What follows belongs to an exercise in optimizing a design on an open flow for small area, a short achievable clock period and few clock cycles; a production flow would make more cautious choices. RTL that was checked went through simulation tests only; none was proved equivalent to the original. No functional check of the RTL was part of run 2.

==> flow/design.v, too long to show whole: its modules and the start of the top module <==
// module lenet: 449 lines
// module csa5: 573 lines
// module csa_acc: 193 lines
module lenet (
    input wire clk,
    input wire rst_n,
    input wire compute_start,
    output reg compute_finish,
    input wire [31:0] scale_CONV1,
    input wire [31:0] scale_CONV2,
    input wire [31:0] scale_CONV3,
    input wire [31:0] scale_FC1,
    input wire [31:0] scale_FC2,
    output wire [ 3:0] sram_weight_wea0,
    output wire [15:0] sram_weight_addr0,
    output wire [31:0] sram_weight_wdata0,
    input wire [31:0] sram_weight_rdata0,
    output wire [ 3:0] sram_weight_wea1,
    output wire [15:0] sram_weight_addr1,
    output wire [31:0] sram_weight_wdata1,
    input wire [31:0] sram_weight_rdata1,
    output reg [ 3:0] sram_act_wea0,
    output wire [15:0] sram_act_addr0,
    output wire [31:0] sram_act_wdata0,
    input wire [31:0] sram_act_rdata0,
    output reg [ 3:0] sram_act_wea1,
    output wire [15:0] sram_act_addr1,
    output wire [31:0] sram_act_wdata1,
    input wire [31:0] sram_act_rdata1
);
  // ...
==> flow/run.sh <==
#!/bin/bash
# synth_recipe.tcl (not shown) runs the flow's synth.tcl, then flattens the netlist and writes it again
# the make line also repeats each setting of config.mk as NAME=value (left out here)
make -C /OpenROAD-flow-scripts/flow DESIGN_CONFIG=/design/flow/config.mk WORK_HOME=/design/flow/orfs CLKGATE_MAP_FILE= SYNTH_SCRIPT=/design/flow/synth_recipe.tcl finish
==> flow/config.mk <==
export PLATFORM = sky130hd
export DESIGN_NAME = lenet
export DESIGN_NICKNAME = lenet
export VERILOG_FILES = /design/flow/design.v
export SDC_FILE = /design/flow/constraint.sdc
export NUM_CORES = 4
export LEC_CHECK = 0
export CAP_MARGIN = 20
export CORE_MARGIN = 2
export CORE_UTILIZATION = 40
export SLEW_MARGIN = 20
==> flow/constraint.sdc <==
create_clock -name core_clock -period 14.0 [get_ports {clk}]
set_input_delay 2.8000 -clock core_clock [delete_from_list [all_inputs] [get_ports {clk}]]
set_output_delay 2.8000 -clock core_clock [all_outputs]
set_load 0.01 [all_outputs]
==> results by group, run 1 <==
Run status
  • Outcome: no timing/DRC/antenna violations

Setup path
  • CP Capture Type: flop
  • FF-to-FF path depth: 20
  • Crit Path Class: flop to flop
  • CP startpoint kind: flop
  • Critical Path End: rq_m[10]
  • CP delay by family, top: compound AO/OA/AOI/OAI gates
  • Critical Path Start: acc0[23]
  • Worst-path fanout max: 29

Floorplan
  • Well Taps: ~3.0k
  • Die Footprint: approximately 230,000 µm²

Clock network
  • CTS Hold Bufs: 0
  • Root Buffer: clkbuf_16

Min path
  • WHS Endpoint: t3g

Logic synthesis
  • Synth top cells by count: inv_1, fa_1, and2_1, nand2_1, ha_1
  • Ys flop type: edfxtp_1

STA
  • Setup violators final: 0
  • Clock Skews: 0.0352 ns

Final layout
  • Most frequent standard cell in the layout excluding fill and tap cells: inv_1
  • Area grow syn2layout: 10.2%
  • Fraction of area in multi-input gates: between 60 and 70%
  • Multi-Input Combinational: roughly 6.5k

Placed design
  • DP Cell Count: between 10k and 15k

Route
  • Residual DRC count: 0
  • Via/cell ratio: approximately 5.4
Testbench counts, summed over its fixed seeds: cycles 690,096.
==> inputs of run 2 (changes only) <==
--- a/flow/design.v
+++ b/flow/design.v
@@ -260,6 +260,7 @@
     reg [7:0] W0, W1, W2, W3, W4;               
-    reg [7:0] V2, V3, V4;                       
-    reg lane3_zero;                             
+    reg [7:0] V0, V1, V2, V3, V4;               
     wire [63:0] ab = {sram_act_rdata1, sram_act_rdata0};
     wire [63:0] wbt = {sram_weight_rdata1, sram_weight_rdata0};
+    wire [7:0] W0_n = t2q ? wbt[47:40] : wbt[7:0];
+    wire [7:0] W1_n = t2q ? wbt[55:48] : wbt[15:8];
     always @(posedge clk) begin
@@ -277,4 +278,4 @@
         A7 <= t2b ? 8'd0 : ab[63:56];
-        W0 <= t2q ? wbt[47:40] : wbt[7:0];
-        W1 <= t2q ? wbt[55:48] : wbt[15:8];
+        W0 <= W0_n;
+        W1 <= W1_n;
         W2 <= t2q ? wbt[63:56] : wbt[23:16];
@@ -285,22 +286,21 @@
         V4 <= dense ? wbt[63:56] : t2q ? 8'd0 : wbt[39:32];
-        lane3_zero <= dense;
+        V0 <= dense ? 8'd0 : W0_n;
+        V1 <= dense ? 8'd0 : W1_n;
     end
-    wire [7:0] V0 = lane3_zero ? 8'd0 : W0;
-    wire [7:0] V1 = lane3_zero ? 8'd0 : W1;
-    wire [23:0] p0r0, p0r1, p0r2, p0r3, p1r0, p1r1, p1r2, p1r3;
-    wire [23:0] p2r0, p2r1, p2r2, p2r3, p3r0, p3r1, p3r2, p3r3;
+    wire [23:0] p0r0, p0r1, p0r2, p1r0, p1r1, p1r2;
+    wire [23:0] p2r0, p2r1, p2r2, p3r0, p3r1, p3r2;
     csa5 m0 (.a0(A0), .w0(W0), .a1(A1), .w1(W1), .a2(A2), .w2(W2), .a3(A3), .w3(W3), .a4(A4), .w4(W4),
-             .r0(p0r0), .r1(p0r1), .r2(p0r2), .r3(p0r3));
+             .r0(p0r0), .r1(p0r1), .r2(p0r2));
     csa5 m1 (.a0(A1), .w0(W0), .a1(A2), .w1(W1), .a2(A3), .w2(W2), .a3(A4), .w3(W3), .a4(A5), .w4(W4),
-             .r0(p1r0), .r1(p1r1), .r2(p1r2), .r3(p1r3));
+             .r0(p1r0), .r1(p1r1), .r2(p1r2));
     csa5 m2 (.a0(A2), .w0(W0), .a1(A3), .w1(W1), .a2(A4), .w2(W2), .a3(A5), .w3(W3), .a4(A6), .w4(W4),
-             .r0(p2r0), .r1(p2r1), .r2(p2r2), .r3(p2r3));
+             .r0(p2r0), .r1(p2r1), .r2(p2r2));
     csa5 m3 (.a0(A3), .w0(V0), .a1(A4), .w1(V1), .a2(A5), .w2(V2), .a3(A6), .w3(V3), .a4(A7), .w4(V4),
-             .r0(p3r0), .r1(p3r1), .r2(p3r2), .r3(p3r3));
-    reg [23:0] R00, R01, R02, R03, R10, R11, R12, R13, R20, R21, R22, R23, R30, R31, R32, R33;
+             .r0(p3r0), .r1(p3r1), .r2(p3r2));
+    reg [23:0] R00, R01, R02, R10, R11, R12, R20, R21, R22, R30, R31, R32;
     always @(posedge clk) begin
-        R00 <= p0r0; R01 <= p0r1; R02 <= p0r2; R03 <= p0r3;
-        R10 <= p1r0; R11 <= p1r1; R12 <= p1r2; R13 <= p1r3;
-        R20 <= p2r0; R21 <= p2r1; R22 <= p2r2; R23 <= p2r3;
-        R30 <= p3r0; R31 <= p3r1; R32 <= p3r2; R33 <= p3r3;
+        R00 <= p0r0; R01 <= p0r1; R02 <= p0r2;
+        R10 <= p1r0; R11 <= p1r1; R12 <= p1r2;
+        R20 <= p2r0; R21 <= p2r1; R22 <= p2r2;
+        R30 <= p3r0; R31 <= p3r1; R32 <= p3r2;
     end
@@ -312,6 +312,6 @@
     wire [23:0] s0, c0, s1, c1, s2, c2, s3, c3;
-    csa_acc x0 (.acc(ai0), .r0(R00), .r1(R01), .r2(R02), .r3(R03), .s(s0), .c(c0));
-    csa_acc x1 (.acc(ai1), .r0(R10), .r1(R11), .r2(R12), .r3(R13), .s(s1), .c(c1));
-    csa_acc x2 (.acc(ai2), .r0(R20), .r1(R21), .r2(R22), .r3(R23), .s(s2), .c(c2));
-    csa_acc x3 (.acc(ai3), .r0(R30), .r1(R31), .r2(R32), .r3(R33), .s(s3), .c(c3));
+    csa_acc x0 (.acc(ai0), .r0(R00), .r1(R01), .r2(R02), .s(s0), .c(c0));
+    csa_acc x1 (.acc(ai1), .r0(R10), .r1(R11), .r2(R12), .s(s1), .c(c1));
+    csa_acc x2 (.acc(ai2), .r0(R20), .r1(R21), .r2(R22), .s(s2), .c(c2));
+    csa_acc x3 (.acc(ai3), .r0(R30), .r1(R31), .r2(R32), .s(s3), .c(c3));
     always @(posedge clk) begin
@@ -328,6 +328,8 @@
     reg signed [23:0] pp0, pp1, m1r, rq_m;
-    wire signed [23:0] h0 = (acc0 > acc1) ? acc0 : acc1;
-    wire signed [23:0] h1 = (acc2 > acc3) ? acc2 : acc3;
-    wire signed [23:0] v0 = (pp0 > h0) ? pp0 : h0;
-    wire signed [23:0] v1 = (pp1 > h1) ? pp1 : h1;
+    wire g01 = acc0 > acc1, gp0 = pp0 > acc0, gp1 = pp0 > acc1;
+    wire g23 = acc2 > acc3, gp2 = pp1 > acc2, gp3 = pp1 > acc3;
+    wire signed [23:0] h0 = g01 ? acc0 : acc1;
+    wire signed [23:0] h1 = g23 ? acc2 : acc3;
+    wire signed [23:0] v0 = (gp0 & gp1) ? pp0 : h0;
+    wire signed [23:0] v1 = (gp2 & gp3) ? pp1 : h1;
     wire signed [23:0] dsum = acc0 + acc3;
@@ -358,3 +360,3 @@
     end
-    reg [31:0] rq_acc;
+    reg [31:0] rq_s, rq_c;
     reg [12:0] sh;          
@@ -377,9 +379,12 @@
     wire [32:0] bl = bsel(sh[10:8], M);
-    wire first_step = (rq_cnt == 4'd1) | (rq_cnt == 4'd5);
-    wire [31:0] rq_base = s_f2 ? rq_acc : first_step ? 32'd0 : {rq_acc[27:0], 4'd0};
-    wire [31:0] rq_x1 = s_f2 ? M : {bh[29:0], 2'b00};
-    wire [31:0] rq_x2 = s_f2 ? 32'd0 : bl[31:0];
-    wire [31:0] rq_ci = s_f2 ? 32'd0 : {29'd0, bh[32], 1'b0, bl[32]};
-    wire [31:0] rq_sum = rq_base + rq_x1 + rq_x2 + rq_ci;
-    wire [7:0] qbyte = (rq_acc[31:23] != 9'd0) ? 8'h7f : {1'b0, rq_acc[22:16]};
+    wire [31:0] y0 = {rq_s[27:0], 4'd0};
+    wire [31:0] y1 = {rq_c[27:0], 1'b0, bh[32], 1'b0, bl[32]};
+    wire [31:0] y2 = {bh[29:0], 2'b00};
+    wire [31:0] y3 = bl[31:0];
+    wire [31:0] u_s = y0 ^ y1 ^ y2;
+    wire [31:0] u_c = {((y0 & y1) | (y0 & y2) | (y1 & y2)), 1'b0};
+    wire [31:0] v_s = u_s ^ u_c[31:0] ^ y3;
+    wire [31:0] v_c = {((u_s & u_c[31:0]) | (u_s & y3) | (u_c[31:0] & y3)), 1'b0};
+    wire [31:0] prod = rq_s + rq_c;
+    wire [7:0] qbyte = (prod[31:23] != 9'd0) ? 8'h7f : {1'b0, prod[22:16]};
     always @(posedge clk) begin
@@ -390,8 +395,14 @@
             if (wr_req) wr_req <= 1'b0;
-            if (t3a) rq_acc <= {V4, V3, V2, W4};
             if (t5v & ~(conv & ~t5d)) rq_m <= m0_new;
+            if (t3a) rq_s <= {V4, V3, V2, W4};
             if (go) begin
                 sh <= {scale[9], scale[9], scale, 1'b0};
-                if (s_f2) rq_cnt <= 4'd9;
-                else rq_cnt <= 4'd1;
+                if (s_f2) begin
+                    rq_c <= M;
+                    rq_cnt <= 4'd9;
+                end else begin
+                    rq_s <= 32'd0;
+                    rq_c <= 32'd0;
+                    rq_cnt <= 4'd1;
+                end
             end else if (rq_cnt != 4'd0) begin
@@ -399,3 +410,4 @@
                 sh <= {sh[8:0], 4'd0};
-                rq_acc <= rq_sum;
+                rq_s <= v_s;
+                rq_c <= v_c;
                 if (rq_cnt == 4'd4) begin
@@ -406,2 +418,4 @@
                         sh <= {scale[9], scale[9], scale, 1'b0};
+                        rq_s <= 32'd0;
+                        rq_c <= 32'd0;
                     end else begin
@@ -416,5 +430,4 @@
                 end
-                if (rq_cnt == 4'd9) rq_cnt <= 4'd10;
-                if (rq_cnt == 4'd10) begin
-                    wd0 <= rq_acc;
+                if (rq_cnt == 4'd9) begin
+                    wd0 <= prod;
                     rq_cnt <= 4'd0;
@@ -451,3 +464,3 @@
     input wire [7:0] a0, w0, a1, w1, a2, w2, a3, w3, a4, w4,
-    output wire [23:0] r0, r1, r2, r3
+    output wire [23:0] r0, r1, r2
 );
@@ -809,217 +822,246 @@
     wire p356 = (1'b1 & p214) | (1'b1 & p212) | (p214 & p212);
-    wire p357 = p222 ^ p218 ^ p223;
-    wire p358 = (p222 & p218) | (p222 & p223) | (p218 & p223);
-    wire p359 = p225 ^ p220 ^ p227;
-    wire p360 = (p225 & p220) | (p225 & p227) | (p220 & p227);
-    wire p361 = p47 ^ p224 ^ p226;
-    wire p362 = (p47 & p224) | (p47 & p226) | (p224 & p226);
-    wire p363 = p231 ^ p233 ^ p228;
-    wire p364 = (p231 & p233) | (p231 & p228) | (p233 & p228);
-    wire p365 = p230 ^ p235 ^ p237;
-    wire p366 = (p230 & p235) | (p230 & p237) | (p235 & p237);
-    wire p367 = p232 ^ p234 ^ p241;
-    wire p368 = (p232 & p234) | (p232 & p241) | (p234 & p241);
-    wire p369 = p243 ^ p236 ^ p238;
-    wire p370 = (p243 & p236) | (p243 & p238) | (p236 & p238);
-    wire p371 = p240 ^ p245 ^ p247;
-    wire p372 = (p240 & p245) | (p240 & p247) | (p245 & p247);
-    wire p373 = p249 ^ p251;
-    wire p374 = p249 & p251;
-    wire p375 = p89 ^ p242 ^ p244;
-    wire p376 = (p89 & p242) | (p89 & p244) | (p242 & p244);
-    wire p377 = p253 ^ p255 ^ p257;
-    wire p378 = (p253 & p255) | (p253 & p257) | (p255 & p257);
-    wire p379 = p246 ^ p248 ^ p250;
-    wire p380 = (p246 & p248) | (p246 & p250) | (p248 & p250);
-    wire p381 = p252 ^ p259 ^ p261;
-    wire p382 = (p252 & p259) | (p252 & p261) | (p259 & p261);
-    wire p383 = p263 ^ p265;
-    wire p384 = p263 & p265;
-    wire p385 = p283 ^ p254 ^ p256;
-    wire p386 = (p283 & p254) | (p283 & p256) | (p254 & p256);
-    wire p387 = p258 ^ p267 ^ p269;
-    wire p388 = (p258 & p267) | (p258 & p269) | (p267 & p269);
-    wire p389 = p271 ^ p273 ^ p260;
-    wire p390 = (p271 & p273) | (p271 & p260) | (p273 & p260);
-    wire p391 = p262 ^ p264 ^ p266;
-    wire p392 = (p262 & p264) | (p262 & p266) | (p264 & p266);
-    wire p393 = p275 ^ p277 ^ p279;
-    wire p394 = (p275 & p277) | (p275 & p279) | (p277 & p279);
-    wire p395 = p141 ^ p284 ^ p268;
-    wire p396 = (p141 & p284) | (p141 & p268) | (p284 & p268);
-    wire p397 = p270 ^ p272 ^ p274;
-    wire p398 = (p270 & p272) | (p270 & p274) | (p272 & p274);
-    wire p399 = p285 ^ p287 ^ p289;
-    wire p400 = (p285 & p287) | (p285 & p289) | (p287 & p289);
-    wire p401 = p291 ^ p276 ^ p278;
-    wire p402 = (p291 & p276) | (p291 & p278) | (p276 & p278);
-    wire p403 = p280 ^ p282 ^ p293;
-    wire p404 = (p280 & p282) | (p280 & p293) | (p282 & p293);
-    wire p405 = p295 ^ p297 ^ p299;
-    wire p406 = (p295 & p297) | (p295 & p299) | (p297 & p299);
-    wire p407 = p161 ^ p286 ^ p288;
-    wire p408 = (p161 & p286) | (p161 & p288) | (p286 & p288);
-    wire p409 = p290 ^ p292 ^ p301;
-    wire p410 = (p290 & p292) | (p290 & p301) | (p292 & p301);
-    wire p411 = p303 ^ p305 ^ p307;
-    wire p412 = (p303 & p305) | (p303 & p307) | (p305 & p307);
-    wire p413 = p294 ^ p296 ^ p298;
-    wire p414 = (p294 & p296) | (p294 & p298) | (p296 & p298);
-    wire p415 = p300 ^ p309 ^ p311;
-    wire p416 = (p300 & p309) | (p300 & p311) | (p309 & p311);
-    wire p417 = p177 ^ p302 ^ p304;
-    wire p418 = (p177 & p302) | (p177 & p304) | (p302 & p304);
-    wire p419 = p306 ^ p308 ^ p315;
-    wire p420 = (p306 & p308) | (p306 & p315) | (p308 & p315);
-    wire p421 = p317 ^ p319 ^ p310;
-    wire p422 = (p317 & p319) | (p317 & p310) | (p319 & p310);
-    wire p423 = p312 ^ p314 ^ p321;
-    wire p424 = (p312 & p314) | (p312 & p321) | (p314 & p321);
-    wire p425 = p323 ^ p325;
-    wire p426 = p323 & p325;
-    wire p427 = p191 ^ p316 ^ p318;
-    wire p428 = (p191 & p316) | (p191 & p318) | (p316 & p318);
-    wire p429 = p320 ^ p327 ^ p329;
-    wire p430 = (p320 & p327) | (p320 & p329) | (p327 & p329);
-    wire p431 = p331 ^ p322 ^ p324;
-    wire p432 = (p331 & p322) | (p331 & p324) | (p322 & p324);
-    wire p433 = p326 ^ p333 ^ p335;
-    wire p434 = (p326 & p333) | (p326 & p335) | (p333 & p335);
-    wire p435 = p328 ^ p330 ^ p332;
-    wire p436 = (p328 & p330) | (p328 & p332) | (p330 & p332);
-    wire p437 = p337 ^ p339 ^ p334;
-    wire p438 = (p337 & p339) | (p337 & p334) | (p339 & p334);
-    wire p439 = p336 ^ p341 ^ p343;
-    wire p440 = (p336 & p341) | (p336 & p343) | (p341 & p343);
-    wire p441 = p338 ^ p340 ^ p345;
-    wire p442 = (p338 & p340) | (p338 & p345) | (p340 & p345);
-    wire p443 = p347 ^ p342 ^ p344;
-    wire p444 = (p347 & p342) | (p347 & p344) | (p342 & p344);
-    wire p445 = p353 ^ p346 ^ p348;
-    wire p446 = (p353 & p346) | (p353 & p348) | (p346 & p348);
-    wire p447 = p351 ^ p350;
-    wire p448 = p351 & p350;
-    wire p449 = p354 ^ p352 ^ p355;
-    wire p450 = (p354 & p352) | (p354 & p355) | (p352 & p355);
-    wire p451 = p239 ^ p358 ^ p361;
-    wire p452 = (p239 & p358) | (p239 & p361) | (p358 & p361);
-    wire p453 = p373 ^ p362 ^ p364;
-    wire p454 = (p373 & p362) | (p373 & p364) | (p362 & p364);
-    wire p455 = p366 ^ p367 ^ p369;
-    wire p456 = (p366 & p367) | (p366 & p369) | (p367 & p369);
-    wire p457 = p374 ^ p383 ^ p368;
-    wire p458 = (p374 & p383) | (p374 & p368) | (p383 & p368);
-    wire p459 = p370 ^ p375 ^ p372;
-    wire p460 = (p370 & p375) | (p370 & p372) | (p375 & p372);
-    wire p461 = p377 ^ p379 ^ p381;
-    wire p462 = (p377 & p379) | (p377 & p381) | (p379 & p381);
-    wire p463 = p281 ^ p384 ^ p376;
-    wire p464 = (p281 & p384) | (p281 & p376) | (p384 & p376);
-    wire p465 = p378 ^ p380 ^ p385;
-    wire p466 = (p378 & p380) | (p378 & p385) | (p380 & p385);
-    wire p467 = p382 ^ p387 ^ p389;
-    wire p468 = (p382 & p387) | (p382 & p389) | (p387 & p389);
-    wire p469 = p391 ^ p393;
-    wire p470 = p391 & p393;
-    wire p471 = p386 ^ p388 ^ p390;
-    wire p472 = (p386 & p388) | (p386 & p390) | (p388 & p390);
-    wire p473 = p392 ^ p395 ^ p397;
-    wire p474 = (p392 & p395) | (p392 & p397) | (p395 & p397);
-    wire p475 = p394 ^ p399 ^ p401;
-    wire p476 = (p394 & p399) | (p394 & p401) | (p399 & p401);
-    wire p477 = p403 ^ p405;
-    wire p478 = p403 & p405;
-    wire p479 = p313 ^ p396 ^ p398;
-    wire p480 = (p313 & p396) | (p313 & p398) | (p396 & p398);
-    wire p481 = p400 ^ p402 ^ p407;
-    wire p482 = (p400 & p402) | (p400 & p407) | (p402 & p407);
-    wire p483 = p404 ^ p406 ^ p409;
-    wire p484 = (p404 & p406) | (p404 & p409) | (p406 & p409);
-    wire p485 = p411 ^ p413 ^ p415;
-    wire p486 = (p411 & p413) | (p411 & p415) | (p413 & p415);
-    wire p487 = p425 ^ p408 ^ p410;
-    wire p488 = (p425 & p408) | (p425 & p410) | (p408 & p410);
-    wire p489 = p412 ^ p414 ^ p417;
-    wire p490 = (p412 & p414) | (p412 & p417) | (p414 & p417);
-    wire p491 = p416 ^ p419 ^ p421;
-    wire p492 = (p416 & p419) | (p416 & p421) | (p419 & p421);
-    wire p493 = p426 ^ p418 ^ p420;
-    wire p494 = (p426 & p418) | (p426 & p420) | (p418 & p420);
-    wire p495 = p422 ^ p427 ^ p424;
-    wire p496 = (p422 & p427) | (p422 & p424) | (p427 & p424);
-    wire p497 = p429 ^ p431 ^ p433;
-    wire p498 = (p429 & p431) | (p429 & p433) | (p431 & p433);
-    wire p499 = p428 ^ p430 ^ p432;
-    wire p500 = (p428 & p430) | (p428 & p432) | (p430 & p432);
-    wire p501 = p435 ^ p434 ^ p437;
-    wire p502 = (p435 & p434) | (p435 & p437) | (p434 & p437);
-    wire p503 = p349 ^ p436 ^ p438;
-    wire p504 = (p349 & p436) | (p349 & p438) | (p436 & p438);
-    wire p505 = p440 ^ p441 ^ p443;
-    wire p506 = (p440 & p441) | (p440 & p443) | (p441 & p443);
-    wire p507 = p447 ^ p442 ^ p444;
-    wire p508 = (p447 & p442) | (p447 & p444) | (p442 & p444);
-    wire p509 = p454 ^ p457 ^ p456;
-    wire p510 = (p454 & p457) | (p454 & p456) | (p457 & p456);
-    wire p511 = p469 ^ p458 ^ p463;
-    wire p512 = (p469 & p458) | (p469 & p463) | (p458 & p463);
-    wire p513 = p460 ^ p465 ^ p462;
-    wire p514 = (p460 & p465) | (p460 & p462) | (p465 & p462);
-    wire p515 = p464 ^ p470 ^ p477;
-    wire p516 = (p464 & p470) | (p464 & p477) | (p470 & p477);
-    wire p517 = p466 ^ p468 ^ p471;
-    wire p518 = (p466 & p468) | (p466 & p471) | (p468 & p471);
-    wire p519 = p473 ^ p475;
-    wire p520 = p473 & p475;
-    wire p521 = p478 ^ p472 ^ p474;
-    wire p522 = (p478 & p472) | (p478 & p474) | (p472 & p474);
-    wire p523 = p479 ^ p476 ^ p481;
-    wire p524 = (p479 & p476) | (p479 & p481) | (p476 & p481);
-    wire p525 = p483 ^ p485;
-    wire p526 = p483 & p485;
-    wire p527 = p423 ^ p480 ^ p482;
-    wire p528 = (p423 & p480) | (p423 & p482) | (p480 & p482);
-    wire p529 = p484 ^ p487 ^ p489;
-    wire p530 = (p484 & p487) | (p484 & p489) | (p487 & p489);
-    wire p531 = p486 ^ p491;
-    wire p532 = p486 & p491;
-    wire p533 = p488 ^ p490 ^ p493;
-    wire p534 = (p488 & p490) | (p488 & p493) | (p490 & p493);
-    wire p535 = p492 ^ p495 ^ p497;
-    wire p536 = (p492 & p495) | (p492 & p497) | (p495 & p497);
-    wire p537 = p439 ^ p494 ^ p496;
-    wire p538 = (p439 & p494) | (p439 & p496) | (p494 & p496);
-    wire p539 = p499 ^ p498 ^ p501;
-    wire p540 = (p499 & p498) | (p499 & p501) | (p498 & p501);
-    wire p541 = p500 ^ p502 ^ p503;
-    wire p542 = (p500 & p502) | (p500 & p503) | (p502 & p503);
-    wire p543 = p445 ^ p504 ^ p506;
-    wire p544 = (p445 & p504) | (p445 & p506) | (p504 & p506);
-    wire p545 = p448 ^ p446 ^ p449;
-    wire p546 = (p448 & p446) | (p448 & p449) | (p446 & p449);
-    wire p547 = p519 ^ p512 ^ p515;
-    wire p548 = (p519 & p512) | (p519 & p515) | (p512 & p515);
-    wire p549 = p520 ^ p516 ^ p525;
-    wire p550 = (p520 & p516) | (p520 & p525) | (p516 & p525);
-    wire p551 = p518 ^ p521 ^ p523;
-    wire p552 = (p518 & p521) | (p518 & p523) | (p521 & p523);
-    wire p553 = p531 ^ p522 ^ p526;
-    wire p554 = (p531 & p522) | (p531 & p526) | (p522 & p526);
-    wire p555 = p524 ^ p527 ^ p529;
-    wire p556 = (p524 & p527) | (p524 & p529) | (p527 & p529);
-    wire p557 = p532 ^ p528 ^ p530;
-    wire p558 = (p532 & p528) | (p532 & p530) | (p528 & p530);
-    wire p559 = p533 ^ p535;
-    wire p560 = p533 & p535;
-    wire p561 = p534 ^ p537 ^ p536;
-    wire p562 = (p534 & p537) | (p534 & p536) | (p537 & p536);
-    wire p563 = p505 ^ p538 ^ p540;
-    wire p564 = (p505 & p538) | (p505 & p540) | (p538 & p540);
-    assign r0 = {1'b1, 1'b1, 1'b1, 1'b1, 1'b1, 1'b1, 1'b0, 1'b1, p508, p507, p541, p539, p554, p550, p548, p514, p467, p459, p371, p360, p229, p221, p5, (a3[0] & w3[0])};
-    assign r1 = {1'b0, 1'b0, 1'b0, 1'b0, 1'b0, 1'b0, 1'b0, p356, p545, p542, p562, p558, p559, p553, p549, p517, p510, p461, p452, p363, p357, p217, p7, (a4[0] & w4[0])};
-    assign r2 = {1'b0, 1'b0, 1'b0, 1'b0, 1'b0, 1'b0, 1'b0, p450, p544, p543, p563, p560, p556, p552, p551, p547, p511, p509, p453, p365, p359, p216, p215, p1};
-    assign r3 = {1'b0, 1'b0, 1'b0, 1'b0, 1'b0, 1'b0, 1'b0, p546, 1'b0, p564, 1'b0, p561, p557, p555, 1'b0, 1'b0, p513, 1'b0, p455, p451, 1'b0, p219, 1'b0, 1'b0};
+    wire p357 = p221 ^ p217 ^ p216;
+    wire p358 = (p221 & p217) | (p221 & p216) | (p217 & p216);
+    wire p359 = p222 ^ p218 ^ p223;
+    wire p360 = (p222 & p218) | (p222 & p223) | (p218 & p223);
+    wire p361 = p225 ^ p220 ^ p227;
+    wire p362 = (p225 & p220) | (p225 & p227) | (p220 & p227);
+    wire p363 = p47 ^ p224 ^ p226;
+    wire p364 = (p47 & p224) | (p47 & p226) | (p224 & p226);
+    wire p365 = p231 ^ p233 ^ p228;
+    wire p366 = (p231 & p233) | (p231 & p228) | (p233 & p228);
+    wire p367 = p230 ^ p235 ^ p237;
+    wire p368 = (p230 & p235) | (p230 & p237) | (p235 & p237);
+    wire p369 = p232 ^ p234 ^ p241;
+    wire p370 = (p232 & p234) | (p232 & p241) | (p234 & p241);
+    wire p371 = p243 ^ p236 ^ p238;
+    wire p372 = (p243 & p236) | (p243 & p238) | (p236 & p238);
+    wire p373 = p240 ^ p245 ^ p247;
+    wire p374 = (p240 & p245) | (p240 & p247) | (p245 & p247);
+    wire p375 = p249 ^ p251;
+    wire p376 = p249 & p251;
+    wire p377 = p89 ^ p242 ^ p244;
+    wire p378 = (p89 & p242) | (p89 & p244) | (p242 & p244);
+    wire p379 = p253 ^ p255 ^ p257;
+    wire p380 = (p253 & p255) | (p253 & p257) | (p255 & p257);
+    wire p381 = p246 ^ p248 ^ p250;
+    wire p382 = (p246 & p248) | (p246 & p250) | (p248 & p250);
+    wire p383 = p252 ^ p259 ^ p261;
+    wire p384 = (p252 & p259) | (p252 & p261) | (p259 & p261);
+    wire p385 = p263 ^ p265;
+    wire p386 = p263 & p265;
+    wire p387 = p283 ^ p254 ^ p256;
+    wire p388 = (p283 & p254) | (p283 & p256) | (p254 & p256);
+    wire p389 = p258 ^ p267 ^ p269;
+    wire p390 = (p258 & p267) | (p258 & p269) | (p267 & p269);
+    wire p391 = p271 ^ p273 ^ p260;
+    wire p392 = (p271 & p273) | (p271 & p260) | (p273 & p260);
+    wire p393 = p262 ^ p264 ^ p266;
+    wire p394 = (p262 & p264) | (p262 & p266) | (p264 & p266);
+    wire p395 = p275 ^ p277 ^ p279;
+    wire p396 = (p275 & p277) | (p275 & p279) | (p277 & p279);
+    wire p397 = p141 ^ p284 ^ p268;
+    wire p398 = (p141 & p284) | (p141 & p268) | (p284 & p268);
+    wire p399 = p270 ^ p272 ^ p274;
+    wire p400 = (p270 & p272) | (p270 & p274) | (p272 & p274);
+    wire p401 = p285 ^ p287 ^ p289;
+    wire p402 = (p285 & p287) | (p285 & p289) | (p287 & p289);
+    wire p403 = p291 ^ p276 ^ p278;
+    wire p404 = (p291 & p276) | (p291 & p278) | (p276 & p278);
+    wire p405 = p280 ^ p282 ^ p293;
+    wire p406 = (p280 & p282) | (p280 & p293) | (p282 & p293);
+    wire p407 = p295 ^ p297 ^ p299;
+    wire p408 = (p295 & p297) | (p295 & p299) | (p297 & p299);
+    wire p409 = p161 ^ p286 ^ p288;
+    wire p410 = (p161 & p286) | (p161 & p288) | (p286 & p288);
+    wire p411 = p290 ^ p292 ^ p301;
+    wire p412 = (p290 & p292) | (p290 & p301) | (p292 & p301);
+    wire p413 = p303 ^ p305 ^ p307;
+    wire p414 = (p303 & p305) | (p303 & p307) | (p305 & p307);
+    wire p415 = p294 ^ p296 ^ p298;
+    wire p416 = (p294 & p296) | (p294 & p298) | (p296 & p298);
+    wire p417 = p300 ^ p309 ^ p311;
+    wire p418 = (p300 & p309) | (p300 & p311) | (p309 & p311);
+    wire p419 = p177 ^ p302 ^ p304;
+    wire p420 = (p177 & p302) | (p177 & p304) | (p302 & p304);
+    wire p421 = p306 ^ p308 ^ p315;
+    wire p422 = (p306 & p308) | (p306 & p315) | (p308 & p315);
+    wire p423 = p317 ^ p319 ^ p310;
+    wire p424 = (p317 & p319) | (p317 & p310) | (p319 & p310);
+    wire p425 = p312 ^ p314 ^ p321;
+    wire p426 = (p312 & p314) | (p312 & p321) | (p314 & p321);
+    wire p427 = p323 ^ p325;
+    wire p428 = p323 & p325;
+    wire p429 = p191 ^ p316 ^ p318;
+    wire p430 = (p191 & p316) | (p191 & p318) | (p316 & p318);
+    wire p431 = p320 ^ p327 ^ p329;
+    wire p432 = (p320 & p327) | (p320 & p329) | (p327 & p329);
+    wire p433 = p331 ^ p322 ^ p324;
+    wire p434 = (p331 & p322) | (p331 & p324) | (p322 & p324);
+    wire p435 = p326 ^ p333 ^ p335;
+    wire p436 = (p326 & p333) | (p326 & p335) | (p333 & p335);
+    wire p437 = p328 ^ p330 ^ p332;
+    wire p438 = (p328 & p330) | (p328 & p332) | (p330 & p332);
+    wire p439 = p337 ^ p339 ^ p334;
+    wire p440 = (p337 & p339) | (p337 & p334) | (p339 & p334);
+    wire p441 = p336 ^ p341 ^ p343;
+    wire p442 = (p336 & p341) | (p336 & p343) | (p341 & p343);
+    wire p443 = p338 ^ p340 ^ p345;
+    wire p444 = (p338 & p340) | (p338 & p345) | (p340 & p345);
+    wire p445 = p347 ^ p342 ^ p344;
+    wire p446 = (p347 & p342) | (p347 & p344) | (p342 & p344);
+    wire p447 = p353 ^ p346 ^ p348;
+    wire p448 = (p353 & p346) | (p353 & p348) | (p346 & p348);
+    wire p449 = p351 ^ p350;
+    wire p450 = p351 & p350;
+    wire p451 = p354 ^ p352 ^ p355;
+    wire p452 = (p354 & p352) | (p354 & p355) | (p352 & p355);
+    wire p453 = p229 ^ p358 ^ p359;
+    wire p454 = (p229 & p358) | (p229 & p359) | (p358 & p359);
+    wire p455 = p239 ^ p360 ^ p363;
+    wire p456 = (p239 & p360) | (p239 & p363) | (p360 & p363);
+    wire p457 = p362 ^ p365 ^ p367;
+    wire p458 = (p362 & p365) | (p362 & p367) | (p365 & p367);
+    wire p459 = p375 ^ p364 ^ p366;
+    wire p460 = (p375 & p364) | (p375 & p366) | (p364 & p366);
+    wire p461 = p368 ^ p369 ^ p371;
+    wire p462 = (p368 & p369) | (p368 & p371) | (p369 & p371);
+    wire p463 = p376 ^ p385 ^ p370;
+    wire p464 = (p376 & p385) | (p376 & p370) | (p385 & p370);
+    wire p465 = p372 ^ p377 ^ p374;
+    wire p466 = (p372 & p377) | (p372 & p374) | (p377 & p374);
+    wire p467 = p379 ^ p381 ^ p383;
+    wire p468 = (p379 & p381) | (p379 & p383) | (p381 & p383);
+    wire p469 = p281 ^ p386 ^ p378;
+    wire p470 = (p281 & p386) | (p281 & p378) | (p386 & p378);
+    wire p471 = p380 ^ p382 ^ p387;
+    wire p472 = (p380 & p382) | (p380 & p387) | (p382 & p387);
+    wire p473 = p384 ^ p389 ^ p391;
+    wire p474 = (p384 & p389) | (p384 & p391) | (p389 & p391);
+    wire p475 = p393 ^ p395;
+    wire p476 = p393 & p395;
+    wire p477 = p388 ^ p390 ^ p392;
+    wire p478 = (p388 & p390) | (p388 & p392) | (p390 & p392);
+    wire p479 = p394 ^ p397 ^ p399;
+    wire p480 = (p394 & p397) | (p394 & p399) | (p397 & p399);
+    wire p481 = p396 ^ p401 ^ p403;
+    wire p482 = (p396 & p401) | (p396 & p403) | (p401 & p403);
+    wire p483 = p405 ^ p407;
+    wire p484 = p405 & p407;
+    wire p485 = p313 ^ p398 ^ p400;
+    wire p486 = (p313 & p398) | (p313 & p400) | (p398 & p400);
+    wire p487 = p402 ^ p404 ^ p409;
+    wire p488 = (p402 & p404) | (p402 & p409) | (p404 & p409);
+    wire p489 = p406 ^ p408 ^ p411;
+    wire p490 = (p406 & p408) | (p406 & p411) | (p408 & p411);
+    wire p491 = p413 ^ p415 ^ p417;
+    wire p492 = (p413 & p415) | (p413 & p417) | (p415 & p417);
+    wire p493 = p427 ^ p410 ^ p412;
+    wire p494 = (p427 & p410) | (p427 & p412) | (p410 & p412);
+    wire p495 = p414 ^ p416 ^ p419;
+    wire p496 = (p414 & p416) | (p414 & p419) | (p416 & p419);
+    wire p497 = p418 ^ p421 ^ p423;
+    wire p498 = (p418 & p421) | (p418 & p423) | (p421 & p423);
+    wire p499 = p428 ^ p420 ^ p422;
+    wire p500 = (p428 & p420) | (p428 & p422) | (p420 & p422);
+    wire p501 = p424 ^ p429 ^ p426;
+    wire p502 = (p424 & p429) | (p424 & p426) | (p429 & p426);
+    wire p503 = p431 ^ p433 ^ p435;
+    wire p504 = (p431 & p433) | (p431 & p435) | (p433 & p435);
+    wire p505 = p430 ^ p432 ^ p434;
+    wire p506 = (p430 & p432) | (p430 & p434) | (p432 & p434);
+    wire p507 = p437 ^ p436 ^ p439;
+    wire p508 = (p437 & p436) | (p437 & p439) | (p436 & p439);
+    wire p509 = p349 ^ p438 ^ p440;
+    wire p510 = (p349 & p438) | (p349 & p440) | (p438 & p440);
+    wire p511 = p442 ^ p443 ^ p445;
+    wire p512 = (p442 & p443) | (p442 & p445) | (p443 & p445);
+    wire p513 = p449 ^ p444 ^ p446;
+    wire p514 = (p449 & p444) | (p449 & p446) | (p444 & p446);
+    wire p515 = p450 ^ p448 ^ p451;
+    wire p516 = (p450 & p448) | (p450 & p451) | (p448 & p451);
+    wire p517 = 1'b1 ^ p356 ^ p452;
+    wire p518 = (1'b1 & p356) | (1'b1 & p452) | (p356 & p452);
+    wire p519 = p373 ^ p456 ^ p459;
+    wire p520 = (p373 & p456) | (p373 & p459) | (p456 & p459);
+    wire p521 = p460 ^ p463 ^ p462;
+    wire p522 = (p460 & p463) | (p460 & p462) | (p463 & p462);
+    wire p523 = p465 ^ p467;
+    wire p524 = p465 & p467;
+    wire p525 = p475 ^ p464 ^ p469;
+    wire p526 = (p475 & p464) | (p475 & p469) | (p464 & p469);
+    wire p527 = p466 ^ p471 ^ p468;
+    wire p528 = (p466 & p471) | (p466 & p468) | (p471 & p468);
+    wire p529 = p470 ^ p476 ^ p483;
+    wire p530 = (p470 & p476) | (p470 & p483) | (p476 & p483);
+    wire p531 = p472 ^ p474 ^ p477;
+    wire p532 = (p472 & p474) | (p472 & p477) | (p474 & p477);
+    wire p533 = p479 ^ p481;
+    wire p534 = p479 & p481;
+    wire p535 = p484 ^ p478 ^ p480;
+    wire p536 = (p484 & p478) | (p484 & p480) | (p478 & p480);
+    wire p537 = p485 ^ p482 ^ p487;
+    wire p538 = (p485 & p482) | (p485 & p487) | (p482 & p487);
+    wire p539 = p489 ^ p491;
+    wire p540 = p489 & p491;
+    wire p541 = p425 ^ p486 ^ p488;
+    wire p542 = (p425 & p486) | (p425 & p488) | (p486 & p488);
+    wire p543 = p490 ^ p493 ^ p495;
+    wire p544 = (p490 & p493) | (p490 & p495) | (p493 & p495);
+    wire p545 = p492 ^ p497;
+    wire p546 = p492 & p497;
+    wire p547 = p494 ^ p496 ^ p499;
+    wire p548 = (p494 & p496) | (p494 & p499) | (p496 & p499);
+    wire p549 = p498 ^ p501 ^ p503;
+    wire p550 = (p498 & p501) | (p498 & p503) | (p501 & p503);
+    wire p551 = p441 ^ p500 ^ p502;
+    wire p552 = (p441 & p500) | (p441 & p502) | (p500 & p502);
+    wire p553 = p505 ^ p504 ^ p507;
+    wire p554 = (p505 & p504) | (p505 & p507) | (p504 & p507);
+    wire p555 = p506 ^ p508 ^ p509;
+    wire p556 = (p506 & p508) | (p506 & p509) | (p508 & p509);
+    wire p557 = p447 ^ p510 ^ p512;
+    wire p558 = (p447 & p510) | (p447 & p512) | (p510 & p512);
+    wire p559 = p473 ^ p524 ^ p522;
+    wire p560 = (p473 & p524) | (p473 & p522) | (p524 & p522);
+    wire p561 = p533 ^ p526 ^ p529;
+    wire p562 = (p533 & p526) | (p533 & p529) | (p526 & p529);
+    wire p563 = p528 ^ p531;
+    wire p564 = p528 & p531;
+    wire p565 = p534 ^ p530 ^ p539;
+    wire p566 = (p534 & p530) | (p534 & p539) | (p530 & p539);
+    wire p567 = p532 ^ p535 ^ p537;
+    wire p568 = (p532 & p535) | (p532 & p537) | (p535 & p537);
+    wire p569 = p545 ^ p536 ^ p540;
+    wire p570 = (p545 & p536) | (p545 & p540) | (p536 & p540);
+    wire p571 = p538 ^ p541 ^ p543;
+    wire p572 = (p538 & p541) | (p538 & p543) | (p541 & p543);
+    wire p573 = p546 ^ p542 ^ p544;
+    wire p574 = (p546 & p542) | (p546 & p544) | (p542 & p544);
+    wire p575 = p547 ^ p549;
+    wire p576 = p547 & p549;
+    wire p577 = p548 ^ p551 ^ p550;
+    wire p578 = (p548 & p551) | (p548 & p550) | (p551 & p550);
+    wire p579 = p511 ^ p552 ^ p554;
+    wire p580 = (p511 & p552) | (p511 & p554) | (p552 & p554);
+    wire p581 = p513 ^ p556 ^ p557;
+    wire p582 = (p513 & p556) | (p513 & p557) | (p556 & p557);
+    wire p583 = p514 ^ p515 ^ p558;
+    wire p584 = (p514 & p515) | (p514 & p558) | (p515 & p558);
+    wire p585 = p564 ^ p562 ^ p565;
+    wire p586 = (p564 & p562) | (p564 & p565) | (p562 & p565);
+    wire p587 = p566 ^ p569 ^ p568;
+    wire p588 = (p566 & p569) | (p566 & p568) | (p569 & p568);
+    wire p589 = p570 ^ p575 ^ p572;
+    wire p590 = (p570 & p575) | (p570 & p572) | (p575 & p572);
+    wire p591 = p553 ^ p574 ^ p576;
+    wire p592 = (p553 & p574) | (p553 & p576) | (p574 & p576);
+    wire p593 = p555 ^ p578 ^ p579;
+    wire p594 = (p555 & p578) | (p555 & p579) | (p578 & p579);
+    assign r0 = {1'b1, 1'b1, 1'b1, 1'b1, 1'b1, 1'b1, p518, p516, p582, p580, p592, p577, p573, p571, p567, p563, p525, p523, p458, p454, p361, p219, p5, (a3[0] & w3[0])};
+    assign r1 = {1'b0, 1'b0, 1'b0, 1'b0, 1'b0, 1'b0, 1'b0, p517, p583, p581, p593, p590, p588, p586, p585, p560, p527, p520, p461, p455, p453, p357, p7, (a4[0] & w4[0])};
+    assign r2 = {1'b0, 1'b0, 1'b0, 1'b0, 1'b0, 1'b0, 1'b0, p584, 1'b0, p594, 1'b0, p591, p589, p587, 1'b0, p561, p559, p521, p519, p457, 1'b0, 1'b0, p215, p1};
 endmodule
 module csa_acc (
-    input wire [23:0] acc, r0, r1, r2, r3,
+    input wire [23:0] acc, r0, r1, r2,
     output wire [23:0] s, c
@@ -1028,188 +1070,96 @@
     wire q2 = (r0[0] & r1[0]) | (r0[0] & r2[0]) | (r1[0] & r2[0]);
-    wire q3 = r3[0] ^ acc[0];
-    wire q4 = r3[0] & acc[0];
-    wire q5 = r0[1] ^ r1[1] ^ r2[1];
-    wire q6 = (r0[1] & r1[1]) | (r0[1] & r2[1]) | (r1[1] & r2[1]);
-    wire q7 = r3[1] ^ acc[1];
-    wire q8 = r3[1] & acc[1];
-    wire q9 = r0[2] ^ r1[2] ^ r2[2];
-    wire q10 = (r0[2] & r1[2]) | (r0[2] & r2[2]) | (r1[2] & r2[2]);
-    wire q11 = r3[2] ^ acc[2];
-    wire q12 = r3[2] & acc[2];
-    wire q13 = r0[3] ^ r1[3] ^ r2[3];
-    wire q14 = (r0[3] & r1[3]) | (r0[3] & r2[3]) | (r1[3] & r2[3]);
-    wire q15 = r3[3] ^ acc[3];
-    wire q16 = r3[3] & acc[3];
-    wire q17 = r0[4] ^ r1[4] ^ r2[4];
-    wire q18 = (r0[4] & r1[4]) | (r0[4] & r2[4]) | (r1[4] & r2[4]);
-    wire q19 = r3[4] ^ acc[4];
-    wire q20 = r3[4] & acc[4];
-    wire q21 = r0[5] ^ r1[5] ^ r2[5];
-    wire q22 = (r0[5] & r1[5]) | (r0[5] & r2[5]) | (r1[5] & r2[5]);
-    wire q23 = r3[5] ^ acc[5];
-    wire q24 = r3[5] & acc[5];
-    wire q25 = r0[6] ^ r1[6] ^ r2[6];
-    wire q26 = (r0[6] & r1[6]) | (r0[6] & r2[6]) | (r1[6] & r2[6]);
-    wire q27 = r3[6] ^ acc[6];
-    wire q28 = r3[6] & acc[6];
-    wire q29 = r0[7] ^ r1[7] ^ r2[7];
-    wire q30 = (r0[7] & r1[7]) | (r0[7] & r2[7]) | (r1[7] & r2[7]);
-    wire q31 = r3[7] ^ acc[7];
-    wire q32 = r3[7] & acc[7];
-    wire q33 = r0[8] ^ r1[8] ^ r2[8];
-    wire q34 = (r0[8] & r1[8]) | (r0[8] & r2[8]) | (r1[8] & r2[8]);
-    wire q35 = r3[8] ^ acc[8];
-    wire q36 = r3[8] & acc[8];
-    wire q37 = r0[9] ^ r1[9] ^ r2[9];
-    wire q38 = (r0[9] & r1[9]) | (r0[9] & r2[9]) | (r1[9] & r2[9]);
-    wire q39 = r3[9] ^ acc[9];
-    wire q40 = r3[9] & acc[9];
-    wire q41 = r0[10] ^ r1[10] ^ r2[10];
-    wire q42 = (r0[10] & r1[10]) | (r0[10] & r2[10]) | (r1[10] & r2[10]);
-    wire q43 = r3[10] ^ acc[10];
-    wire q44 = r3[10] & acc[10];
-    wire q45 = r0[11] ^ r1[11] ^ r2[11];
-    wire q46 = (r0[11] & r1[11]) | (r0[11] & r2[11]) | (r1[11] & r2[11]);
-    wire q47 = r3[11] ^ acc[11];
-    wire q48 = r3[11] & acc[11];
-    wire q49 = r0[12] ^ r1[12] ^ r2[12];
-    wire q50 = (r0[12] & r1[12]) | (r0[12] & r2[12]) | (r1[12] & r2[12]);
-    wire q51 = r3[12] ^ acc[12];
-    wire q52 = r3[12] & acc[12];
-    wire q53 = r0[13] ^ r1[13] ^ r2[13];
-    wire q54 = (r0[13] & r1[13]) | (r0[13] & r2[13]) | (r1[13] & r2[13]);
-    wire q55 = r3[13] ^ acc[13];
-    wire q56 = r3[13] & acc[13];
-    wire q57 = r0[14] ^ r1[14] ^ r2[14];
-    wire q58 = (r0[14] & r1[14]) | (r0[14] & r2[14]) | (r1[14] & r2[14]);
-    wire q59 = r3[14] ^ acc[14];
-    wire q60 = r3[14] & acc[14];
-    wire q61 = r0[15] ^ r1[15] ^ r2[15];
-    wire q62 = (r0[15] & r1[15]) | (r0[15] & r2[15]) | (r1[15] & r2[15]);
-    wire q63 = r3[15] ^ acc[15];
-    wire q64 = r3[15] & acc[15];
-    wire q65 = r0[16] ^ r1[16] ^ r2[16];
-    wire q66 = (r0[16] & r1[16]) | (r0[16] & r2[16]) | (r1[16] & r2[16]);
-    wire q67 = r3[16] ^ acc[16];
-    wire q68 = r3[16] & acc[16];
-    wire q69 = r0[17] ^ r1[17] ^ r2[17];
-    wire q70 = (r0[17] & r1[17]) | (r0[17] & r2[17]) | (r1[17] & r2[17]);
-    wire q71 = r3[17] ^ acc[17];
-    wire q72 = r3[17] & acc[17];
-    wire q73 = r0[18] ^ r1[18] ^ r2[18];
-    wire q74 = (r0[18] & r1[18]) | (r0[18] & r2[18]) | (r1[18] & r2[18]);
-    wire q75 = r3[18] ^ acc[18];
-    wire q76 = r3[18] & acc[18];
-    wire q77 = r0[19] ^ r1[19] ^ r2[19];
-    wire q78 = (r0[19] & r1[19]) | (r0[19] & r2[19]) | (r1[19] & r2[19]);
-    wire q79 = r3[19] ^ acc[19];
-    wire q80 = r3[19] & acc[19];
-    wire q81 = r0[20] ^ r1[20] ^ r2[20];
-    wire q82 = (r0[20] & r1[20]) | (r0[20] & r2[20]) | (r1[20] & r2[20]);
-    wire q83 = r3[20] ^ acc[20];
-    wire q84 = r3[20] & acc[20];
-    wire q85 = r0[21] ^ r1[21] ^ r2[21];
-    wire q86 = (r0[21] & r1[21]) | (r0[21] & r2[21]) | (r1[21] & r2[21]);
-    wire q87 = r3[21] ^ acc[21];
-    wire q88 = r3[21] & acc[21];
-    wire q89 = r0[22] ^ r1[22] ^ r2[22];
-    wire q90 = (r0[22] & r1[22]) | (r0[22] & r2[22]) | (r1[22] & r2[22]);
-    wire q91 = r3[22] ^ acc[22];
-    wire q92 = r3[22] & acc[22];
-    wire q93 = r0[23] ^ r1[23] ^ r2[23];
-    wire q94 = (r0[23] & r1[23]) | (r0[23] & r2[23]) | (r1[23] & r2[23]);
-    wire q95 = r3[23] ^ acc[23];
-    wire q96 = r3[23] & acc[23];
-    wire q97 = q2 ^ q4 ^ q5;
-    wire q98 = (q2 & q4) | (q2 & q5) | (q4 & q5);
-    wire q99 = q6 ^ q8 ^ q9;
-    wire q100 = (q6 & q8) | (q6 & q9) | (q8 & q9);
-    wire q101 = q10 ^ q12 ^ q13;
-    wire q102 = (q10 & q12) | (q10 & q13) | (q12 & q13);
-    wire q103 = q14 ^ q16 ^ q17;
-    wire q104 = (q14 & q16) | (q14 & q17) | (q16 & q17);
-    wire q105 = q18 ^ q20 ^ q21;
-    wire q106 = (q18 & q20) | (q18 & q21) | (q20 & q21);
-    wire q107 = q22 ^ q24 ^ q25;
-    wire q108 = (q22 & q24) | (q22 & q25) | (q24 & q25);
-    wire q109 = q26 ^ q28 ^ q29;
-    wire q110 = (q26 & q28) | (q26 & q29) | (q28 & q29);
-    wire q111 = q30 ^ q32 ^ q33;
-    wire q112 = (q30 & q32) | (q30 & q33) | (q32 & q33);
-    wire q113 = q34 ^ q36 ^ q37;
-    wire q114 = (q34 & q36) | (q34 & q37) | (q36 & q37);
-    wire q115 = q38 ^ q40 ^ q41;
-    wire q116 = (q38 & q40) | (q38 & q41) | (q40 & q41);
-    wire q117 = q42 ^ q44 ^ q45;
-    wire q118 = (q42 & q44) | (q42 & q45) | (q44 & q45);
-    wire q119 = q46 ^ q48 ^ q49;
-    wire q120 = (q46 & q48) | (q46 & q49) | (q48 & q49);
-    wire q121 = q50 ^ q52 ^ q53;
-    wire q122 = (q50 & q52) | (q50 & q53) | (q52 & q53);
-    wire q123 = q54 ^ q56 ^ q57;
-    wire q124 = (q54 & q56) | (q54 & q57) | (q56 & q57);
-    wire q125 = q58 ^ q60 ^ q61;
-    wire q126 = (q58 & q60) | (q58 & q61) | (q60 & q61);
-    wire q127 = q62 ^ q64 ^ q65;
-    wire q128 = (q62 & q64) | (q62 & q65) | (q64 & q65);
-    wire q129 = q66 ^ q68 ^ q69;
-    wire q130 = (q66 & q68) | (q66 & q69) | (q68 & q69);
-    wire q131 = q70 ^ q72 ^ q73;
-    wire q132 = (q70 & q72) | (q70 & q73) | (q72 & q73);
-    wire q133 = q74 ^ q76 ^ q77;
-    wire q134 = (q74 & q76) | (q74 & q77) | (q76 & q77);
-    wire q135 = q78 ^ q80 ^ q81;
-    wire q136 = (q78 & q80) | (q78 & q81) | (q80 & q81);
-    wire q137 = q82 ^ q84 ^ q85;
-    wire q138 = (q82 & q84) | (q82 & q85) | (q84 & q85);
-    wire q139 = q86 ^ q88 ^ q89;
-    wire q140 = (q86 & q88) | (q86 & q89) | (q88 & q89);
-    wire q141 = q90 ^ q92 ^ q93;
-    wire q142 = (q90 & q92) | (q90 & q93) | (q92 & q93);
-    wire q143 = q11 ^ q98 ^ q99;
-    wire q144 = (q11 & q98) | (q11 & q99) | (q98 & q99);
-    wire q145 = q15 ^ q100 ^ q101;
-    wire q146 = (q15 & q100) | (q15 & q101) | (q100 & q101);
-    wire q147 = q19 ^ q102 ^ q103;
-    wire q148 = (q19 & q102) | (q19 & q103) | (q102 & q103);
-    wire q149 = q23 ^ q104 ^ q105;
-    wire q150 = (q23 & q104) | (q23 & q105) | (q104 & q105);
-    wire q151 = q27 ^ q106 ^ q107;
-    wire q152 = (q27 & q106) | (q27 & q107) | (q106 & q107);
-    wire q153 = q31 ^ q108 ^ q109;
-    wire q154 = (q31 & q108) | (q31 & q109) | (q108 & q109);
-    wire q155 = q35 ^ q110 ^ q111;
-    wire q156 = (q35 & q110) | (q35 & q111) | (q110 & q111);
-    wire q157 = q39 ^ q112 ^ q113;
-    wire q158 = (q39 & q112) | (q39 & q113) | (q112 & q113);
-    wire q159 = q43 ^ q114 ^ q115;
-    wire q160 = (q43 & q114) | (q43 & q115) | (q114 & q115);
-    wire q161 = q47 ^ q116 ^ q117;
-    wire q162 = (q47 & q116) | (q47 & q117) | (q116 & q117);
-    wire q163 = q51 ^ q118 ^ q119;
-    wire q164 = (q51 & q118) | (q51 & q119) | (q118 & q119);
-    wire q165 = q55 ^ q120 ^ q121;
-    wire q166 = (q55 & q120) | (q55 & q121) | (q120 & q121);
-    wire q167 = q59 ^ q122 ^ q123;
-    wire q168 = (q59 & q122) | (q59 & q123) | (q122 & q123);
-    wire q169 = q63 ^ q124 ^ q125;
-    wire q170 = (q63 & q124) | (q63 & q125) | (q124 & q125);
-    wire q171 = q67 ^ q126 ^ q127;
-    wire q172 = (q67 & q126) | (q67 & q127) | (q126 & q127);
-    wire q173 = q71 ^ q128 ^ q129;
-    wire q174 = (q71 & q128) | (q71 & q129) | (q128 & q129);
-    wire q175 = q75 ^ q130 ^ q131;
-    wire q176 = (q75 & q130) | (q75 & q131) | (q130 & q131);
-    wire q177 = q79 ^ q132 ^ q133;
-    wire q178 = (q79 & q132) | (q79 & q133) | (q132 & q133);
-    wire q179 = q83 ^ q134 ^ q135;
-    wire q180 = (q83 & q134) | (q83 & q135) | (q134 & q135);
-    wire q181 = q87 ^ q136 ^ q137;
-    wire q182 = (q87 & q136) | (q87 & q137) | (q136 & q137);
-    wire q183 = q91 ^ q138 ^ q139;
-    wire q184 = (q91 & q138) | (q91 & q139) | (q138 & q139);
-    wire q185 = q95 ^ q140 ^ q141;
-    wire q186 = (q95 & q140) | (q95 & q141) | (q140 & q141);
-    assign s = {q184, q182, q180, q178, q176, q174, q172, q170, q168, q166, q164, q162, q160, q158, q156, q154, q152, q150, q148, q146, q144, q143, q7, q1};
-    assign c = {q185, q183, q181, q179, q177, q175, q173, q171, q169, q167, q165, q163, q161, q159, q157, q155, q153, q151, q149, q147, q145, 1'b0, q97, q3};
+    wire q3 = r0[1] ^ r1[1] ^ r2[1];
+    wire q4 = (r0[1] & r1[1]) | (r0[1] & r2[1]) | (r1[1] & r2[1]);
+    wire q5 = r0[2] ^ r1[2] ^ r2[2];
+    wire q6 = (r0[2] & r1[2]) | (r0[2] & r2[2]) | (r1[2] & r2[2]);
+    wire q7 = r0[3] ^ r1[3] ^ r2[3];
+    wire q8 = (r0[3] & r1[3]) | (r0[3] & r2[3]) | (r1[3] & r2[3]);
+    wire q9 = r0[4] ^ r1[4] ^ r2[4];
+    wire q10 = (r0[4] & r1[4]) | (r0[4] & r2[4]) | (r1[4] & r2[4]);
+    wire q11 = r0[5] ^ r1[5] ^ r2[5];
+    wire q12 = (r0[5] & r1[5]) | (r0[5] & r2[5]) | (r1[5] & r2[5]);
+    wire q13 = r0[6] ^ r1[6] ^ r2[6];
+    wire q14 = (r0[6] & r1[6]) | (r0[6] & r2[6]) | (r1[6] & r2[6]);
+    wire q15 = r0[7] ^ r1[7] ^ r2[7];
+    wire q16 = (r0[7] & r1[7]) | (r0[7] & r2[7]) | (r1[7] & r2[7]);
+    wire q17 = r0[8] ^ r1[8] ^ r2[8];
+    wire q18 = (r0[8] & r1[8]) | (r0[8] & r2[8]) | (r1[8] & r2[8]);
+    wire q19 = r0[9] ^ r1[9] ^ r2[9];
+    wire q20 = (r0[9] & r1[9]) | (r0[9] & r2[9]) | (r1[9] & r2[9]);
+    wire q21 = r0[10] ^ r1[10] ^ r2[10];
+    wire q22 = (r0[10] & r1[10]) | (r0[10] & r2[10]) | (r1[10] & r2[10]);
+    wire q23 = r0[11] ^ r1[11] ^ r2[11];
+    wire q24 = (r0[11] & r1[11]) | (r0[11] & r2[11]) | (r1[11] & r2[11]);
+    wire q25 = r0[12] ^ r1[12] ^ r2[12];
+    wire q26 = (r0[12] & r1[12]) | (r0[12] & r2[12]) | (r1[12] & r2[12]);
+    wire q27 = r0[13] ^ r1[13] ^ r2[13];
+    wire q28 = (r0[13] & r1[13]) | (r0[13] & r2[13]) | (r1[13] & r2[13]);
+    wire q29 = r0[14] ^ r1[14] ^ r2[14];
+    wire q30 = (r0[14] & r1[14]) | (r0[14] & r2[14]) | (r1[14] & r2[14]);
+    wire q31 = r0[15] ^ r1[15] ^ r2[15];
+    wire q32 = (r0[15] & r1[15]) | (r0[15] & r2[15]) | (r1[15] & r2[15]);
+    wire q33 = r0[16] ^ r1[16] ^ r2[16];
+    wire q34 = (r0[16] & r1[16]) | (r0[16] & r2[16]) | (r1[16] & r2[16]);
+    wire q35 = r0[17] ^ r1[17] ^ r2[17];
+    wire q36 = (r0[17] & r1[17]) | (r0[17] & r2[17]) | (r1[17] & r2[17]);
+    wire q37 = r0[18] ^ r1[18] ^ r2[18];
+    wire q38 = (r0[18] & r1[18]) | (r0[18] & r2[18]) | (r1[18] & r2[18]);
+    wire q39 = r0[19] ^ r1[19] ^ r2[19];
+    wire q40 = (r0[19] & r1[19]) | (r0[19] & r2[19]) | (r1[19] & r2[19]);
+    wire q41 = r0[20] ^ r1[20] ^ r2[20];
+    wire q42 = (r0[20] & r1[20]) | (r0[20] & r2[20]) | (r1[20] & r2[20]);
+    wire q43 = r0[21] ^ r1[21] ^ r2[21];
+    wire q44 = (r0[21] & r1[21]) | (r0[21] & r2[21]) | (r1[21] & r2[21]);
+    wire q45 = r0[22] ^ r1[22] ^ r2[22];
+    wire q46 = (r0[22] & r1[22]) | (r0[22] & r2[22]) | (r1[22] & r2[22]);
+    wire q47 = r0[23] ^ r1[23] ^ r2[23];
+    wire q48 = (r0[23] & r1[23]) | (r0[23] & r2[23]) | (r1[23] & r2[23]);
+    wire q49 = q2 ^ q3 ^ acc[1];
+    wire q50 = (q2 & q3) | (q2 & acc[1]) | (q3 & acc[1]);
+    wire q51 = q4 ^ q5 ^ acc[2];
+    wire q52 = (q4 & q5) | (q4 & acc[2]) | (q5 & acc[2]);
+    wire q53 = q6 ^ q7 ^ acc[3];
+    wire q54 = (q6 & q7) | (q6 & acc[3]) | (q7 & acc[3]);
+    wire q55 = q8 ^ q9 ^ acc[4];
+    wire q56 = (q8 & q9) | (q8 & acc[4]) | (q9 & acc[4]);
+    wire q57 = q10 ^ q11 ^ acc[5];
+    wire q58 = (q10 & q11) | (q10 & acc[5]) | (q11 & acc[5]);
+    wire q59 = q12 ^ q13 ^ acc[6];
+    wire q60 = (q12 & q13) | (q12 & acc[6]) | (q13 & acc[6]);
+    wire q61 = q14 ^ q15 ^ acc[7];
+    wire q62 = (q14 & q15) | (q14 & acc[7]) | (q15 & acc[7]);
+    wire q63 = q16 ^ q17 ^ acc[8];
+    wire q64 = (q16 & q17) | (q16 & acc[8]) | (q17 & acc[8]);
+    wire q65 = q18 ^ q19 ^ acc[9];
+    wire q66 = (q18 & q19) | (q18 & acc[9]) | (q19 & acc[9]);
+    wire q67 = q20 ^ q21 ^ acc[10];
+    wire q68 = (q20 & q21) | (q20 & acc[10]) | (q21 & acc[10]);
+    wire q69 = q22 ^ q23 ^ acc[11];
+    wire q70 = (q22 & q23) | (q22 & acc[11]) | (q23 & acc[11]);
+    wire q71 = q24 ^ q25 ^ acc[12];
+    wire q72 = (q24 & q25) | (q24 & acc[12]) | (q25 & acc[12]);
+    wire q73 = q26 ^ q27 ^ acc[13];
+    wire q74 = (q26 & q27) | (q26 & acc[13]) | (q27 & acc[13]);
+    wire q75 = q28 ^ q29 ^ acc[14];
+    wire q76 = (q28 & q29) | (q28 & acc[14]) | (q29 & acc[14]);
+    wire q77 = q30 ^ q31 ^ acc[15];
+    wire q78 = (q30 & q31) | (q30 & acc[15]) | (q31 & acc[15]);
+    wire q79 = q32 ^ q33 ^ acc[16];
+    wire q80 = (q32 & q33) | (q32 & acc[16]) | (q33 & acc[16]);
+    wire q81 = q34 ^ q35 ^ acc[17];
+    wire q82 = (q34 & q35) | (q34 & acc[17]) | (q35 & acc[17]);
+    wire q83 = q36 ^ q37 ^ acc[18];
+    wire q84 = (q36 & q37) | (q36 & acc[18]) | (q37 & acc[18]);
+    wire q85 = q38 ^ q39 ^ acc[19];
+    wire q86 = (q38 & q39) | (q38 & acc[19]) | (q39 & acc[19]);
+    wire q87 = q40 ^ q41 ^ acc[20];
+    wire q88 = (q40 & q41) | (q40 & acc[20]) | (q41 & acc[20]);
+    wire q89 = q42 ^ q43 ^ acc[21];
+    wire q90 = (q42 & q43) | (q42 & acc[21]) | (q43 & acc[21]);
+    wire q91 = q44 ^ q45 ^ acc[22];
+    wire q92 = (q44 & q45) | (q44 & acc[22]) | (q45 & acc[22]);
+    wire q93 = q46 ^ q47 ^ acc[23];
+    wire q94 = (q46 & q47) | (q46 & acc[23]) | (q47 & acc[23]);
+    assign s = {q92, q90, q88, q86, q84, q82, q80, q78, q76, q74, q72, q70, q68, q66, q64, q62, q60, q58, q56, q54, q52, q50, q49, q1};
+    assign c = {q93, q91, q89, q87, q85, q83, q81, q79, q77, q75, q73, q71, q69, q67, q65, q63, q61, q59, q57, q55, q53, q51, 1'b0, acc[0]};
 endmodule
--- a/flow/config.mk
+++ b/flow/config.mk
@@ -7,5 +7,5 @@
 export LEC_CHECK = 0
-export CAP_MARGIN = 20
+export CAP_MARGIN = 80
 export CORE_MARGIN = 2
 export CORE_UTILIZATION = 40
-export SLEW_MARGIN = 20
+export SLEW_MARGIN = 80
==> results by group, run 2 <==
Run status
  • Outcome: no timing/DRC/antenna violations (unchanged)

Placed design
  • DP Cell Count: 12.5k (was 12.2k)
  • IO buf count: 287 (unchanged)

Logic synthesis
  • Seq/Total Area, Yosys: 25.3% (was 25.2%)
  • Synth warnings: 1 (unchanged)
  • Cell with the most instances after synthesis: inv_1 (unchanged)
  • Unique cell type count in the Yosys netlist: 102 (was 103)
  • Synth top cells by count: inv_1, fa_1, and2_1, nand2_1, edfxtp_1 (was inv_1, fa_1, and2_1, nand2_1, ha_1)
  • EDFF count, synth: 482 (was 450)
  • Synth area leaders: fa_1, edfxtp_1, dfxtp_1, and2_1, ha_1 (unchanged)
  • Synth Register Bits: 895 (was 896)
  • Ys flop type: edfxtp_1 (unchanged)

Global route
  • Gr usage total: 26.1% (was 25.2%)
  • First-pass GRT wire length: 453,000 µm (was 436,000 µm)
  • Vias in the first global route: 72.7k (was 69.3k)

Clock network
  • Root Buffer: clkbuf_16 (unchanged)
  • CTS Hold Bufs: 0 (unchanged)
  • CTS clock-pin slew for the worst setup and hold paths: 0.06 ns (about the same)
  • Clk sinks: 895 (was 896)
  • CTS tree: built (unchanged)

Floorplan
  • Chip width: 478 µm (was 476 µm)
  • Io pins: 500 (unchanged)
  • Rows: 173 (unchanged)
  • Height of the chip: 478 µm (was 476 µm)
  • Die Footprint: 228,000 µm² (was 227,000 µm²)

Route
  • Routed Antenna Nets: 0 (unchanged)
  • Via/cell ratio: 5.42 (was 5.40)
  • Routed wire length: 299,000 µm (was 289,000 µm)
  • Residual DRC count: 0 (unchanged)

STA
  • Final Critical Period: 5.77 ns (was 6.35 ns)
  • Setup violators final: 0 (unchanged)
  • Clock Skews: 0.0734 ns (was 0.0352 ns)

Min path
  • Hold path depth: 0 (unchanged)
  • Hold WC Path Type: flop to flop (unchanged)
  • WHS Endpoint: t4l (was t3g)
  • Hold wc startpoint: t3l (was t2g)

Setup path
  • Crit path DAT: 6.36 ns (was 6.84 ns)
  • Worst-path fanout max: 41 (was 29)
  • FF-to-FF path depth: 21 (was 20)
  • CP startpoint kind: flop (unchanged)
  • CP Capture Type: flop (unchanged)
  • RR Endpoint: acc3[23] (was rq_m[10])
  • Crit Path Class: flop to flop (unchanged)

Final layout
  • Most frequent standard cell in the layout excluding fill and tap cells: inv_1 (unchanged)
  • Top Registers: rq_c: 32 flops, rq_s: 32 flops, wd0: 32 flops (was rq_acc: 32 flops, wd0: 32 flops)
  • Area grow syn2layout: 18.5% (was 10.2%)
  • Final core occ: 47.8% (was 44.3%)
-- run 2: final cells by class --
class                      instances  area (µm²)
clock buffer                     153        3290
sequential                       895       23100
multi-input combinational       6494       61700
inverter                        1417        5330
antenna                           14        35.0
fill                           20800      116000
clock inverter                    49         444
timing repair buffer             788        8690
tap                             2975        3720
-- run 2: worst max-delay path by stage --
stage / startpoint / to / slack (ns) / cells after the start
after floorplan: rst_q / rq_c[0] / 5.93 / 3
after global placement: t4f / acc3[22] / 8.57 / 17
after detailed placement: t4f / acc3[23] / 8.17 / 21
after CTS: t4f / acc3[23] / 8.11 / 21
after global routing: t4f / acc3[23] / 7.99 / 21
final: t4f / acc3[23] / 8.23 / 21
-- run 2: per-stage QoR --
step | worst slack, ns | hold slack, ns | cell area, µm²
floorplan | 5.93 | 0.310 | 90100
global placement | 8.57 | 0.310 | 95200
detailed placement | 8.17 | 0.312 | 101000
CTS | 8.11 | 0.302 | 105000
global route | 7.99 | 0.312 | 106000
finish | 8.23 | 0.290 | 106000
-- run 2: cell families after synthesis --
family | count (synthesis) | synth area share [%]
and+or+nand+nor | 2930 | 17.1
buffers and inverters | 1971 | 8.75
muxes | 180 | 2.10
xor gates and xnor gates | 334 | 3.28
DFF | 895 | 25.3
other | 1 | 0.00418
adders and majority gates | 1736 | 34.8
AOI/OAI and AO/OA | 1221 | 8.63
-- run 2: layer usage --
metal  wire [µm]  vias up  part of all wire [%]  GRT usage, %
li1            -    30400                     -             -
met1      125000    34900                    42          35.2
met2      135000     3240                    45          40.8
met3       25500      759                   8.5          5.33
met4       14100       16                   4.7          10.8
met5          97        -                 0.032             0
-- run 2: worst max-delay path: stages (launching register included) --
cell and delay, ns:
dfxtp_2 0.33, buf_8 0.25, buf_8 0.25, buf_16 0.20, nor2_1 0.09, fa_1 0.49
ha_1 0.34, a31oi_2 0.19, nor2b_1 0.08, o21ai_1 0.19, a21oi_1 0.13, nor4_2 0.19
clkdlybuf4s25_1 0.36, o31ai_4 0.11, o41ai_2 0.21, clkdlybuf4s50_1 0.57, clkdlybuf4s50_1 0.52, o21ai_2 0.11
o211a_1 0.24, o21a_1 0.20, o2111a_1 0.24, a211oi_1 0.24

-- afterwards: timing with drivers on the ports --
In the flow no input, the clock included, has a driving cell. The finished layouts below were timed again as built, in two steps.
Step 1, drivers: a clkbuf_16 drives clk and a buf_2 each remaining input, both assumed.
Step 2 moves the port delays by t, midway between the first and last clock arrival at a register: inputs arrive t later, outputs are due t later. That takes back most of the time a late clock gives input paths.
Slacks: ideal / step 1 / step 2; pairs: ideal / step 1.
run	t, ns	setup slack, ns	pins driven straight from the clock port
run 1	0.839	7.650 / 7.650 / 7.650	1
run 2	0.863	8.235 / 8.235 / 8.235	1
After both steps every run listed still meets setup and hold.
